This is an optimization exercise on Yosys and OpenROAD, whose aim is small area, a short achievable clock period and few clock cycles, not a production implementation.
No activity file was given, so power comes from the tool's default toggle rates.

==> inputs of trial 51 <==
## convUnit
module convUnit (
    clk,
    reset,
    image,
    filter,
    result,
    done
);
export LEC_CHECK = 0
export CAP_MARGIN = 20
export CORE_AREA = 5 5 225 225
export DIE_AREA = 0 0 230 230
export SLEW_MARGIN = 20
create_clock -name core_clock -period 16.0 [get_ports {clk}]
run.sh (not shown) runs the stock make flow with config.mk's settings and CLKGATE_MAP_FILE= SYNTH_SCRIPT=/design/flow/synth_recipe.tcl, a recipe that flattens the netlist after the stock synthesis.
==> build 56: changes against trial 51 <==
--- a/flow/design.v
+++ b/flow/design.v
@@ -198,18 +198,17 @@
 wire [21:0] p = r0 + r1;
 wire [5:0] esum = {1'b0, floatA[14:10]} + {1'b0, floatB[14:10]};
 wire [6:0] e0 = {1'b0, esum} - 7'd15;
 wire [6:0] e1 = {1'b0, esum} - 7'd14;
 wire       ok0 = ~e0[6] & ~e0[5];
 wire       ok1 = ~e1[6] & ~e1[5];
 wire       nz  = (floatA != 16'd0) & (floatB != 16'd0);
-wire [9:0] m   = p[21] ? p[20:11] : p[19:10];
-wire [4:0] e   = p[21] ? e1[4:0] : e0[4:0];
-wire       ok  = nz & (p[21] ? ok1 : ok0);
-assign product = ok ? {floatA[15] ^ floatB[15], e, m} : 16'd0;
+wire [15:0] q0 = (nz & ok0) ? {floatA[15] ^ floatB[15], e0[4:0], p[19:10]} : 16'd0;
+wire [15:0] q1 = (nz & ok1) ? {floatA[15] ^ floatB[15], e1[4:0], p[20:11]} : 16'd0;
+assign product = p[21] ? q1 : q0;
 endmodule
 `timescale 100 ns / 10 ps
 module floatAdd16 (floatA, floatB, sum);
 input  [15:0] floatA, floatB;
 output [15:0] sum;
 wire        sa = floatA[15], sb = floatB[15];
 wire [4:0]  ea = floatA[14:10], eb = floatB[14:10];
@@ -265,38 +264,46 @@
 assign sum = ({16{use_b}} & floatB)
            | ({16{use_a}} & floatA)
            | ({16{use_c & ~ec[5]}} & {sc, ec[4:0], rn[9:0]})
            | ({16{use_s & v_fsub}} & {xs, res_fsub})
            | ({16{use_d & v_add}}  & {xs, res_add});
 endmodule
 `timescale 100 ns / 10 ps
-module processingElement16(clk,reset,floatA,floatB,valid,result);
+module processingElement16(reset, pend, image, filter, opA, opB, nz);
 parameter DATA_WIDTH = 16;
-input clk, reset;
-input [DATA_WIDTH-1:0] floatA, floatB;
-input valid;
-output reg [DATA_WIDTH-1:0] result;
-wire [DATA_WIDTH-1:0] multResult;
-wire [DATA_WIDTH-1:0] addResult;
-reg  [DATA_WIDTH-1:0] product;
-reg                   pvalid;
-floatMult16 FM (floatA,floatB,multResult);
-floatAdd16 FADD (product,result,addResult);
-always @ (posedge clk) begin
-	product <= multResult;
-end
-always @ (posedge clk or posedge reset) begin
-	if (reset == 1'b1) begin
-		pvalid <= 1'b0;
-		result <= 0;
-	end else begin
-		pvalid <= valid;
-		if (pvalid) result <= addResult;
+parameter N = 25;
+input  reset;
+input  [N-1:1] pend;
+input  [N*DATA_WIDTH-1:0] image, filter;
+output [DATA_WIDTH-1:0] opA, opB;
+output reg [N-1:1] nz;
+wire [N-1:1] sel;
+genvar t;
+generate
+	for (t = 1; t < N; t = t + 1) begin : g_sel
+		if (t == 1) begin : g_first
+			assign sel[t] = pend[t];
+		end else begin : g_rest
+			assign sel[t] = pend[t] & ~|pend[t-1:1];
+		end
+	end
+endgenerate
+reg [DATA_WIDTH-1:0] muxA, muxB;
+integer j;
+always @(*) begin
+	muxA = 0;
+	muxB = 0;
+	for (j = 1; j < N; j = j + 1) begin
+		muxA = muxA | ({DATA_WIDTH{sel[j]}} & image[DATA_WIDTH*j+:DATA_WIDTH]);
+		muxB = muxB | ({DATA_WIDTH{sel[j]}} & filter[DATA_WIDTH*j+:DATA_WIDTH]);
+		nz[j] = |image[DATA_WIDTH*j+:DATA_WIDTH];
 	end
 end
+assign opA = reset ? image[DATA_WIDTH-1:0]  : muxA;
+assign opB = reset ? filter[DATA_WIDTH-1:0] : muxB;
 endmodule
 `timescale 100 ns / 10 ps
 module convUnit (
     clk,
     reset,
     image,
     filter,
@@ -305,65 +312,45 @@
 );
     parameter DATA_WIDTH = 16;
     parameter D = 1;
     parameter F = 5;
     localparam N = D*F*F;
     input clk, reset;
     input [N*DATA_WIDTH-1:0] image, filter;
-    output [DATA_WIDTH-1:0] result;
+    output reg [DATA_WIDTH-1:0] result;
     output reg done;   
-    reg  [N-1:1] pend;     
-    reg          last;     
-    reg          valid;    
-    reg  [DATA_WIDTH-1:0] opA, opB;
-    wire [N-1:1] sel;      
-    wire [N-1:0] pick;
-    genvar t;
-    generate
-        for (t = 1; t < N; t = t + 1) begin : g_sel
-            if (t == 1) begin : g_first
-                assign sel[t] = pend[t];
-            end else begin : g_rest
-                assign sel[t] = pend[t] & ~|pend[t-1:1];
-            end
-            assign pick[t] = sel[t] & ~reset;
-        end
-    endgenerate
-    assign pick[0] = reset;
+    reg  [N-1:1] pend;      
+    reg          last;      
+    reg  [DATA_WIDTH-1:0] opA, opB, product;
+    wire [N-1:1] nz;
+    wire [DATA_WIDTH-1:0] selA, selB, multResult, addResult;
     wire any = |pend;
-    reg [DATA_WIDTH-1:0] muxA, muxB;
-    reg [N-1:1] nz;
-    integer j;
-    always @(*) begin
-        muxA = 0;
-        muxB = 0;
-        for (j = 0; j < N; j = j + 1) begin
-            muxA = muxA | ({DATA_WIDTH{pick[j]}} & image[DATA_WIDTH*j+:DATA_WIDTH]);
-            muxB = muxB | ({DATA_WIDTH{pick[j]}} & filter[DATA_WIDTH*j+:DATA_WIDTH]);
-        end
-        for (j = 1; j < N; j = j + 1)
-            nz[j] = |image[DATA_WIDTH*j+:DATA_WIDTH];
-    end
+    processingElement16 #(.DATA_WIDTH(DATA_WIDTH), .N(N)) SEL (
+        .reset (reset),
+        .pend  (pend),
+        .image (image),
+        .filter(filter),
+        .opA   (selA),
+        .opB   (selB),
+        .nz    (nz)
+    );
+    floatMult16 FM (opA, opB, multResult);
+    floatAdd16 FADD (product, result, addResult);
     always @(posedge clk) begin
-        pend  <= reset ? nz : (pend & ~sel);
-        opA   <= muxA;
-        opB   <= muxB;
-        valid <= reset | any;
+        pend    <= reset ? nz : (pend & (pend - 1'b1));
+        opA     <= selA;
+        opB     <= selB;
     end
     always @(posedge clk, posedge reset) begin
         if (reset == 1'b1) begin
-            last <= 1'b0;
-            done <= 1'b0;
+            last    <= 1'b0;
+            done    <= 1'b0;
+            product <= 0;
+            result  <= 0;
         end else begin
-            last <= ~any;
-            done <= last;
+            last    <= ~any;
+            done    <= last;
+            product <= multResult;
+            result  <= addResult;
         end
     end
-    processingElement16 PE (
-        .clk   (clk),
-        .reset (reset),
-        .floatA(opA),
-        .floatB(opB),
-        .valid (valid),
-        .result(result)
-    );
 endmodule
==> flow/flow/run.sh (new file) <==
#!/bin/bash
set -euo pipefail
export BUFFER_PORTS_ARGS="-buffer_cell sky130_fd_sc_hd__buf_1"
export SETUP_SLACK_MARGIN="${MARGIN:-$(cat flow/margin.txt)}"
bash standard.sh > standard.log 2>&1
==> flow/flow/margin.txt (new file) <==
11
==> flow/standard.sh (new file) <==
#!/bin/bash
# synth_recipe.tcl (not shown) runs the flow's synth.tcl, then flattens the netlist and writes it again
# the make line also repeats each setting of config.mk as NAME=value (left out here)
make -C /OpenROAD-flow-scripts/flow DESIGN_CONFIG=/design/flow/config.mk WORK_HOME=/design/flow/orfs CLKGATE_MAP_FILE= SYNTH_SCRIPT=/design/flow/synth_recipe.tcl "${@:-finish}"
==> flow/config.mk (replaced) <==
export PLATFORM = sky130hd
export DESIGN_NAME = convUnit
export DESIGN_NICKNAME = convUnit
export VERILOG_FILES = /design/flow/design.v
export SDC_FILE = /design/flow/constraint.sdc
export NUM_CORES = 4
export LEC_CHECK = 0
export ABC_AREA = 1
export CAP_MARGIN = 20
export CORE_AREA = 5 5 245 245
export DIE_AREA = 0 0 250 250
export SLEW_MARGIN = 20
removed: flow/run.sh
==> build 82: changes against trial 51 <==
--- a/flow/design.v
+++ b/flow/design.v
@@ -198,18 +198,17 @@
 wire [21:0] p = r0 + r1;
 wire [5:0] esum = {1'b0, floatA[14:10]} + {1'b0, floatB[14:10]};
 wire [6:0] e0 = {1'b0, esum} - 7'd15;
 wire [6:0] e1 = {1'b0, esum} - 7'd14;
 wire       ok0 = ~e0[6] & ~e0[5];
 wire       ok1 = ~e1[6] & ~e1[5];
 wire       nz  = (floatA != 16'd0) & (floatB != 16'd0);
-wire [9:0] m   = p[21] ? p[20:11] : p[19:10];
-wire [4:0] e   = p[21] ? e1[4:0] : e0[4:0];
-wire       ok  = nz & (p[21] ? ok1 : ok0);
-assign product = ok ? {floatA[15] ^ floatB[15], e, m} : 16'd0;
+wire [15:0] q0 = (nz & ok0) ? {floatA[15] ^ floatB[15], e0[4:0], p[19:10]} : 16'd0;
+wire [15:0] q1 = (nz & ok1) ? {floatA[15] ^ floatB[15], e1[4:0], p[20:11]} : 16'd0;
+assign product = p[21] ? q1 : q0;
 endmodule
 `timescale 100 ns / 10 ps
 module floatAdd16 (floatA, floatB, sum);
 input  [15:0] floatA, floatB;
 output [15:0] sum;
 wire        sa = floatA[15], sb = floatB[15];
 wire [4:0]  ea = floatA[14:10], eb = floatB[14:10];
@@ -265,38 +264,46 @@
 assign sum = ({16{use_b}} & floatB)
            | ({16{use_a}} & floatA)
            | ({16{use_c & ~ec[5]}} & {sc, ec[4:0], rn[9:0]})
            | ({16{use_s & v_fsub}} & {xs, res_fsub})
            | ({16{use_d & v_add}}  & {xs, res_add});
 endmodule
 `timescale 100 ns / 10 ps
-module processingElement16(clk,reset,floatA,floatB,valid,result);
+module processingElement16(reset, pend, image, filter, opA, opB, nz);
 parameter DATA_WIDTH = 16;
-input clk, reset;
-input [DATA_WIDTH-1:0] floatA, floatB;
-input valid;
-output reg [DATA_WIDTH-1:0] result;
-wire [DATA_WIDTH-1:0] multResult;
-wire [DATA_WIDTH-1:0] addResult;
-reg  [DATA_WIDTH-1:0] product;
-reg                   pvalid;
-floatMult16 FM (floatA,floatB,multResult);
-floatAdd16 FADD (product,result,addResult);
-always @ (posedge clk) begin
-	product <= multResult;
-end
-always @ (posedge clk or posedge reset) begin
-	if (reset == 1'b1) begin
-		pvalid <= 1'b0;
-		result <= 0;
-	end else begin
-		pvalid <= valid;
-		if (pvalid) result <= addResult;
+parameter N = 25;
+input  reset;
+input  [N-1:1] pend;
+input  [N*DATA_WIDTH-1:0] image, filter;
+output [DATA_WIDTH-1:0] opA, opB;
+output reg [N-1:1] nz;
+wire [N-1:1] sel;
+genvar t;
+generate
+	for (t = 1; t < N; t = t + 1) begin : g_sel
+		if (t == 1) begin : g_first
+			assign sel[t] = pend[t];
+		end else begin : g_rest
+			assign sel[t] = pend[t] & ~|pend[t-1:1];
+		end
+	end
+endgenerate
+reg [DATA_WIDTH-1:0] muxA, muxB;
+integer j;
+always @(*) begin
+	muxA = 0;
+	muxB = 0;
+	for (j = 1; j < N; j = j + 1) begin
+		muxA = muxA | ({DATA_WIDTH{sel[j]}} & image[DATA_WIDTH*j+:DATA_WIDTH]);
+		muxB = muxB | ({DATA_WIDTH{sel[j]}} & filter[DATA_WIDTH*j+:DATA_WIDTH]);
+		nz[j] = |image[DATA_WIDTH*j+:DATA_WIDTH];
 	end
 end
+assign opA = reset ? image[DATA_WIDTH-1:0]  : muxA;
+assign opB = reset ? filter[DATA_WIDTH-1:0] : muxB;
 endmodule
 `timescale 100 ns / 10 ps
 module convUnit (
     clk,
     reset,
     image,
     filter,
@@ -305,65 +312,45 @@
 );
     parameter DATA_WIDTH = 16;
     parameter D = 1;
     parameter F = 5;
     localparam N = D*F*F;
     input clk, reset;
     input [N*DATA_WIDTH-1:0] image, filter;
-    output [DATA_WIDTH-1:0] result;
+    output reg [DATA_WIDTH-1:0] result;
     output reg done;   
-    reg  [N-1:1] pend;     
-    reg          last;     
-    reg          valid;    
-    reg  [DATA_WIDTH-1:0] opA, opB;
-    wire [N-1:1] sel;      
-    wire [N-1:0] pick;
-    genvar t;
-    generate
-        for (t = 1; t < N; t = t + 1) begin : g_sel
-            if (t == 1) begin : g_first
-                assign sel[t] = pend[t];
-            end else begin : g_rest
-                assign sel[t] = pend[t] & ~|pend[t-1:1];
-            end
-            assign pick[t] = sel[t] & ~reset;
-        end
-    endgenerate
-    assign pick[0] = reset;
+    reg  [N-1:1] pend;      
+    reg          last;      
+    reg  [DATA_WIDTH-1:0] opA, opB, product;
+    wire [N-1:1] nz;
+    wire [DATA_WIDTH-1:0] selA, selB, multResult, addResult;
     wire any = |pend;
-    reg [DATA_WIDTH-1:0] muxA, muxB;
-    reg [N-1:1] nz;
-    integer j;
-    always @(*) begin
-        muxA = 0;
-        muxB = 0;
-        for (j = 0; j < N; j = j + 1) begin
-            muxA = muxA | ({DATA_WIDTH{pick[j]}} & image[DATA_WIDTH*j+:DATA_WIDTH]);
-            muxB = muxB | ({DATA_WIDTH{pick[j]}} & filter[DATA_WIDTH*j+:DATA_WIDTH]);
-        end
-        for (j = 1; j < N; j = j + 1)
-            nz[j] = |image[DATA_WIDTH*j+:DATA_WIDTH];
-    end
+    processingElement16 #(.DATA_WIDTH(DATA_WIDTH), .N(N)) SEL (
+        .reset (reset),
+        .pend  (pend),
+        .image (image),
+        .filter(filter),
+        .opA   (selA),
+        .opB   (selB),
+        .nz    (nz)
+    );
+    floatMult16 FM (opA, opB, multResult);
+    floatAdd16 FADD (product, result, addResult);
     always @(posedge clk) begin
-        pend  <= reset ? nz : (pend & ~sel);
-        opA   <= muxA;
-        opB   <= muxB;
-        valid <= reset | any;
+        pend    <= reset ? nz : (pend & (pend - 1'b1));
+        opA     <= selA;
+        opB     <= selB;
     end
     always @(posedge clk, posedge reset) begin
         if (reset == 1'b1) begin
-            last <= 1'b0;
-            done <= 1'b0;
+            last    <= 1'b0;
+            done    <= 1'b0;
+            product <= 0;
+            result  <= 0;
         end else begin
-            last <= ~any;
-            done <= last;
+            last    <= ~any;
+            done    <= last;
+            product <= multResult;
+            result  <= addResult;
         end
     end
-    processingElement16 PE (
-        .clk   (clk),
-        .reset (reset),
-        .floatA(opA),
-        .floatB(opB),
-        .valid (valid),
-        .result(result)
-    );
 endmodule
==> flow/flow/run.sh (new file) <==
#!/bin/bash
set -euo pipefail
export BUFFER_PORTS_ARGS="-buffer_cell sky130_fd_sc_hd__buf_1"
export SETUP_SLACK_MARGIN="${MARGIN:-$(cat flow/margin.txt)}"
bash standard.sh > standard.log 2>&1
==> flow/flow/margin.txt (new file) <==
11
==> flow/standard.sh (new file) <==
#!/bin/bash
# synth_recipe.tcl (not shown) runs the flow's synth.tcl, then flattens the netlist and writes it again
# the make line also repeats each setting of config.mk as NAME=value (left out here)
make -C /OpenROAD-flow-scripts/flow DESIGN_CONFIG=/design/flow/config.mk WORK_HOME=/design/flow/orfs CLKGATE_MAP_FILE= SYNTH_SCRIPT=/design/flow/synth_recipe.tcl "${@:-finish}"
==> flow/config.mk (replaced) <==
export PLATFORM = sky130hd
export DESIGN_NAME = convUnit
export DESIGN_NICKNAME = convUnit
export VERILOG_FILES = /design/flow/design.v
export SDC_FILE = /design/flow/constraint.sdc
export NUM_CORES = 4
export LEC_CHECK = 0
export ABC_AREA = 1
export CAP_MARGIN = 20
export CORE_AREA = 5 5 220 220
export DIE_AREA = 0 0 225 225
export SLEW_MARGIN = 20
removed: flow/run.sh
==> summary of the runs <==
Global-route usage: build 56 is lower than trial 51 (3.8 points). Sequential power: build 56 is smaller than trial 51 (about 2%). Against build 56, the via count of trial 51 is lower by 5.5%. Between build 56 and trial 51, the lower clock skew is in build 56 (gap 11 ps). Build 56 completed with no timing, DRC or antenna violations. Build 82 failed in I/O pin placement. Trial 51 completed with no timing, DRC or antenna violations.
No functional check of the RTL was part of any run of this note.

==> separate check: timing with driven ports <==
Ports are ideal in the flow. The routed layouts listed here were re-timed in OpenROAD.
Step 1: set_driving_cell puts a clkbuf_16 on clk and a buf_2 on each other input, an assumption about the parent block.
Step 2, shift: input delay + t, output delay - t, t = (earliest + latest rising clock arrival at the registers) / 2. This alone moves slack from input paths to output paths.
Slacks: ideal / step 1 / step 2; pairs: ideal / step 1.
run | shift t [ns] | slack for setup (ns) | pins driven straight from the clock port
trial 51 | 0.424 | 8.649 / 8.659 / 8.235 | 1
build 56 | 0.465 | 10.933 / 10.971 / 10.506 | 1
After both steps every run listed still meets setup and hold. For build 56, which loses most, drivers alone change the setup slack by +0.038 ns; drivers and shift together by -0.427 ns.
